Source: an optimization exercise on an open RTL-to-GDS flow (aim: small area). Production flows keep margins and buffers that such runs may drop.
Function was checked by simulation only, so behaviour that the tests miss may differ from the original.
Power is estimated from default activity; no workload was simulated.

Setup of job 9547:
## tiny_cache_vlog
module tiny_cache_vlog (
   input        clk,
   input  [7:0] cpu_address,
   input        cpu_rd,
   input        cpu_wr,
   input        reset,
   output       cpuwait,
   output [7:0] memory_address,
   output       memory_rd,
   output       memory_wr,
   input  [7:0] cpu_data_in,
   output [7:0] cpu_data_out,
   input  [7:0] memory_data_in,
   output [7:0] memory_data_out
);
reg st_write, st_miss, st_reset;
reg [7:0]  data_q [0:15];
reg [3:0]  tag_q  [0:15];
reg [15:0] valid;
wire [3:0] idx = cpu_address[3:0];
wire [15:0] sel;
assign memory_address  = cpu_address;
assign memory_data_out = cpu_data_in;
assign memory_rd       = st_miss;
assign memory_wr       = st_write;
wire st_hit = ~(st_write | st_miss | st_reset);
wire fill   = ~reset & (st_write | st_miss);
wire clear  = ~reset & st_reset;
wire [7:0] fill_data = st_miss ? memory_data_in : cpu_data_in;
reg [7:0] rd_data;
reg [3:0] rd_tag;
reg       rd_valid;
integer k;
always @(*) begin
   rd_data  = 8'd0;
   rd_tag   = 4'd0;
   rd_valid = 1'b0;
   for (k = 0; k < 16; k = k + 1) begin
      rd_data  = rd_data  | ({8{sel[k]}} & data_q[k]);
      rd_tag   = rd_tag   | ({4{sel[k]}} & tag_q[k]);
      rd_valid = rd_valid | (sel[k] & valid[k]);
   end
end
assign cpu_data_out = rd_data;
assign cpuwait = cpu_rd & (~rd_valid | (rd_tag != cpu_address[7:4]));
  ...
Size in the first run: about 210 flip-flops, ~55 I/O pins.
Settings: LEC_CHECK=0, CAP_MARGIN=20, CORE_MARGIN=2, CORE_UTILIZATION=65, PLACE_DENSITY=0.75, SLEW_MARGIN=20; clock period 6.0 ns.
standard.sh (not shown) runs the stock make flow with config.mk's settings and CLKGATE_MAP_FILE= SYNTH_SCRIPT=/design/flow/synth_recipe.tcl, a recipe that flattens the netlist after the stock synthesis.
==> flow/flow/run.sh <==
#!/bin/bash
# Own layout flow: the standard flow (standard.sh) with
#  - an area-oriented ABC script for the combinational logic,
#  - buf_1 cells as the port buffers,
#  - clock tree synthesis without dummy loads, with clkbuf_8 buffers only.
# Each tool's full output stays in orfs/logs; make's own output goes to
# flow_make.log in the work folder.
set -euo pipefail
W=$(pwd)
export OWN_WORK=$W
export OWN_ABC_SCRIPT=$W/flow/abc_area.script
bash standard.sh \
  SYNTH_SCRIPT=$W/flow/synth.tcl \
  "BUFFER_PORTS_ARGS=-buffer_cell sky130_fd_sc_hd__buf_1" \
  "CTS_ARGS=-repair_clock_nets -dont_use_dummy_load -buf_list {sky130_fd_sc_hd__clkbuf_8}" \
  finish > $W/flow_make.log 2>&1
==> flow/flow/abc_area.script <==
&get -n
&st
&dch
&nf -R 1000
&put
==> flow/flow/synth.tcl <==
# The standard synthesis (synth_recipe.tcl in the work folder), with one
# change: the combinational mapping uses an area-recovering ABC script.
# Registers are mapped before this step, so their names and cells are the
# standard synthesis's.
proc abc {args} {
  set i [lsearch -exact $args -script]
  if {$i >= 0} { lset args [expr {$i + 1}] $::env(OWN_ABC_SCRIPT) }
  yosys abc {*}$args
}
source $::env(OWN_WORK)/synth_recipe.tcl
Job 9547 finished all stages; the layout is clean.
## Diff of input files: job 1092 against job 9547
Settings: PLACE_DENSITY: 0.75 -> 0.6; CORE_UTILIZATION: 65 -> 40.
diff --git a/flow/flow/run.sh b/flow/flow/run.sh
--- a/flow/flow/run.sh
+++ b/flow/flow/run.sh
@@ -5 +5 @@
-#  - clock tree synthesis without dummy loads, with clkbuf_8 buffers only.
+#  - clock tree synthesis without dummy loads and with small clock buffers.
@@ -15 +15 @@
-  "CTS_ARGS=-repair_clock_nets -dont_use_dummy_load -buf_list {sky130_fd_sc_hd__clkbuf_8}" \
+  "CTS_ARGS=-sink_clustering_enable -repair_clock_nets -dont_use_dummy_load -buf_list {sky130_fd_sc_hd__clkbuf_2 sky130_fd_sc_hd__clkbuf_4 sky130_fd_sc_hd__clkbuf_8}" \
## What came out
Job 1092 reached the end of the flow, and the finished layout is clean on the timing, DRC and antenna checks.
Looking at launching element of the worst setup path, the cpu_address[3] result is from job 9547; the cpu_address[2] one comes from job 1092.
Changes observed in job 1092 relative to job 9547: maximum cell stage delay along the critical path shows no meaningful change, area taken by flip-flops and latches shows no meaningful change, peak supply drop shows a reduction of about 44%.
#### Input delta (job 5418 over job 1092)
Settings: CORE_UTILIZATION now 65, was 40; SLEW_MARGIN now 0, was 20; CAP_MARGIN now 0, was 20; PLACE_DENSITY now 0.75, was 0.6.
diff --git a/flow/flow/run.sh b/flow/flow/run.sh
--- a/flow/flow/run.sh
+++ b/flow/flow/run.sh
@@ -5 +5,2 @@
-#  - clock tree synthesis without dummy loads and with small clock buffers.
+#  - gate resizing not limited to same-footprint cells,
+#  - clock tree synthesis without dummy loads, with clkbuf_8 buffers only.
@@ -13,0 +15 @@
+  MATCH_CELL_FOOTPRINT=0 \
@@ -15 +17 @@
-  "CTS_ARGS=-sink_clustering_enable -repair_clock_nets -dont_use_dummy_load -buf_list {sky130_fd_sc_hd__clkbuf_2 sky130_fd_sc_hd__clkbuf_4 sky130_fd_sc_hd__clkbuf_8}" \
+  "CTS_ARGS=-repair_clock_nets -dont_use_dummy_load -buf_list {sky130_fd_sc_hd__clkbuf_8}" \
Notes after the runs:
Changes observed in job 5418 relative to job 1092: final wirelength saw a decrease, highest clock rate went down, met2 layer wire length in the routed design moved down, share of power burned in the clock network shows a reduction of 8.9 points.

tiny_cache_vlog, a different RTL version from the one above (not shown whole).
For scale: roughly 440 cells after synthesis, about 210 flip-flops, ~55 I/O pins, about 7700 um2 of cells after synthesis.
export LEC_CHECK = 0
export CAP_MARGIN = 0
export CORE_MARGIN = 2
export CORE_UTILIZATION = 70
export GPL_TIMING_DRIVEN = 0
export PLACE_DENSITY = 0.8
export SLEW_MARGIN = 0
create_clock -name core_clock -period 6.0 [get_ports {clk}]
==> flow/flow/run.sh <==
#!/bin/bash
# Own layout flow: the standard flow (standard.sh) with
#  - an area-oriented ABC script for the combinational logic, with the
#    line select and write-enable gates (modules tiny_cache_nor2 and
#    tiny_cache_and2) mapped on their own,
#  - buf_1 cells as the port buffers,
#  - gate resizing not limited to same-footprint cells,
#  - placement that is not timing-driven, with synthesis buffers removed first,
#  - clock tree synthesis without dummy loads, with clkbuf_4 buffers and clusters of at most 10 sinks.
# Each tool's full output stays in orfs/logs; make's own output goes to
# flow_make.log in the work folder.
set -euo pipefail
W=$(pwd)
export OWN_WORK=$W
export OWN_ABC_SCRIPT=$W/flow/abc_area.script
bash standard.sh \
  SYNTH_SCRIPT=$W/flow/synth.tcl \
  MATCH_CELL_FOOTPRINT=0 \
  "SYNTH_KEEP_MODULES=tiny_cache_nor2 tiny_cache_and2" \
  PRE_GLOBAL_PLACE_TCL=$W/flow/pre_gpl.tcl \
  "BUFFER_PORTS_ARGS=-buffer_cell sky130_fd_sc_hd__buf_1" \
  "CTS_ARGS=-sink_clustering_enable -repair_clock_nets -dont_use_dummy_load -sink_clustering_size 10 -sink_clustering_max_diameter 40 -sink_clustering_buffer sky130_fd_sc_hd__clkbuf_4 -buf_list {sky130_fd_sc_hd__clkbuf_4}" \
  finish > $W/flow_make.log 2>&1
==> flow/flow/abc_area.script <==
strash
dc2
&get -n
&dch -f
&nf -R 1000
&put
==> flow/flow/pre_gpl.tcl <==
# Before global placement: take out the buffers synthesis put on the
# port-to-port feedthroughs (timing-driven placement, which would do this,
# is off); buffer_ports then buffers every port as usual.
remove_buffers
Scripts as last shown in full above: flow/flow/synth.tcl
Next try:
==> flow/flow/abc_area.script (replaced) <==
&get -n
&st
&dch
&nf -R 1000
&put
CAP_MARGIN = 15   (was 0)
CORE_UTILIZATION = 65   (was 70)
PLACE_DENSITY = 0.75   (was 0.8)
SLEW_MARGIN = 15   (was 0)
=> Cell area hardly moves; area after synthesis grows by 0.37%; setup slack loses 61 ps; worst hold slack hardly moves; utilization came out lower by 5.2 points; clock skew is lower by 22 ps; sequential power hardly moves; wire length drops by 10%.
Next try:
==> flow/flow/abc_area.script (replaced) <==
strash
dc2
&get -n
&dch -f
&nf -R 1000
&put
CAP_MARGIN = 10   (was 15)
SLEW_MARGIN = 10   (was 15)
Total power barely changes.
Maximum frequency went up by 0.66%.
Final cell count is unchanged.
Clock skew hardly moves.
Global-route usage went up by 3.3 points.
Wire length went up by 14%.
Design area went up by 0.49%.
Worst setup slack improves by 37 ps.
Next try:
==> flow/flow/abc_area.script (replaced) <==
&get -n
&st
&dch
&nf -R 1000
&put
CAP_MARGIN = 0   (was 10)
SLEW_MARGIN = 0   (was 10)
Total power decreases by about 0.43%.
Wire length decreases by 14%.
Sequential share of layout area increases by 0.79 points.
Non-clock buffer count decreases by 6.
Design area decreases by 1.0%.
Global-route usage decreases by 3.5 points.
Combinational power stays flat.
Worst setup slack is worse by 49 ps.
Die area increases by 0.36%.
Utilization decreases by 1.1 points.
Next try:
==> flow/flow/abc_area.script (replaced) <==
strash
dc2
&get -n
&dch -f
&nf -R 1000
&put
Setup slack got worse by 85 ps.
Sequential share of layout area falls by 0.18 points.
Power rises by 0.33%.
Critical path depth falls by 5.

[port drivers added, routing unchanged]
Ports are ideal in the flow. The routed layouts listed here were re-timed in OpenROAD.
Step 1 sets driving cells, clkbuf_16 on the clock port and buf_2 on the other inputs (assumed; they add their load-dependent delay and slew).
Step 2 also shifts input and output timing later by t, the mid clock arrival at the registers, as if the neighbouring blocks saw the same clock.
Slacks: ideal / step 1 / step 2; pairs: ideal / step 1.
run	t (ns)	slack for setup (ns)	hold slack, ns
job 9547	0.496	0.319 / 0.294 / 0.294	0.472 / 0.472 / 0.472
job 1092	0.535	0.521 / 0.499 / 0.499	0.464 / 0.464 / 0.464
job 5418	0.492	0.359 / 0.336 / 0.336	0.477 / 0.477 / 0.477
the first run of note 2	0.611	0.366 / 0.343 / 0.343	0.483 / 0.483 / 0.483
the second run of note 2	0.599	0.304 / 0.281 / 0.281	0.485 / 0.485 / 0.485
the third run of note 2	0.614	0.341 / 0.318 / 0.318	0.483 / 0.483 / 0.483
the fourth run of note 2	0.613	0.293 / 0.271 / 0.271	0.487 / 0.487 / 0.487
the fifth run of note 2	0.637	0.207 / 0.186 / 0.186	0.481 / 0.481 / 0.481
After both steps setup and hold are still met in every run listed. For job 9547, which loses most, drivers alone change the setup slack by -0.025 ns; drivers and shift together by -0.025 ns.
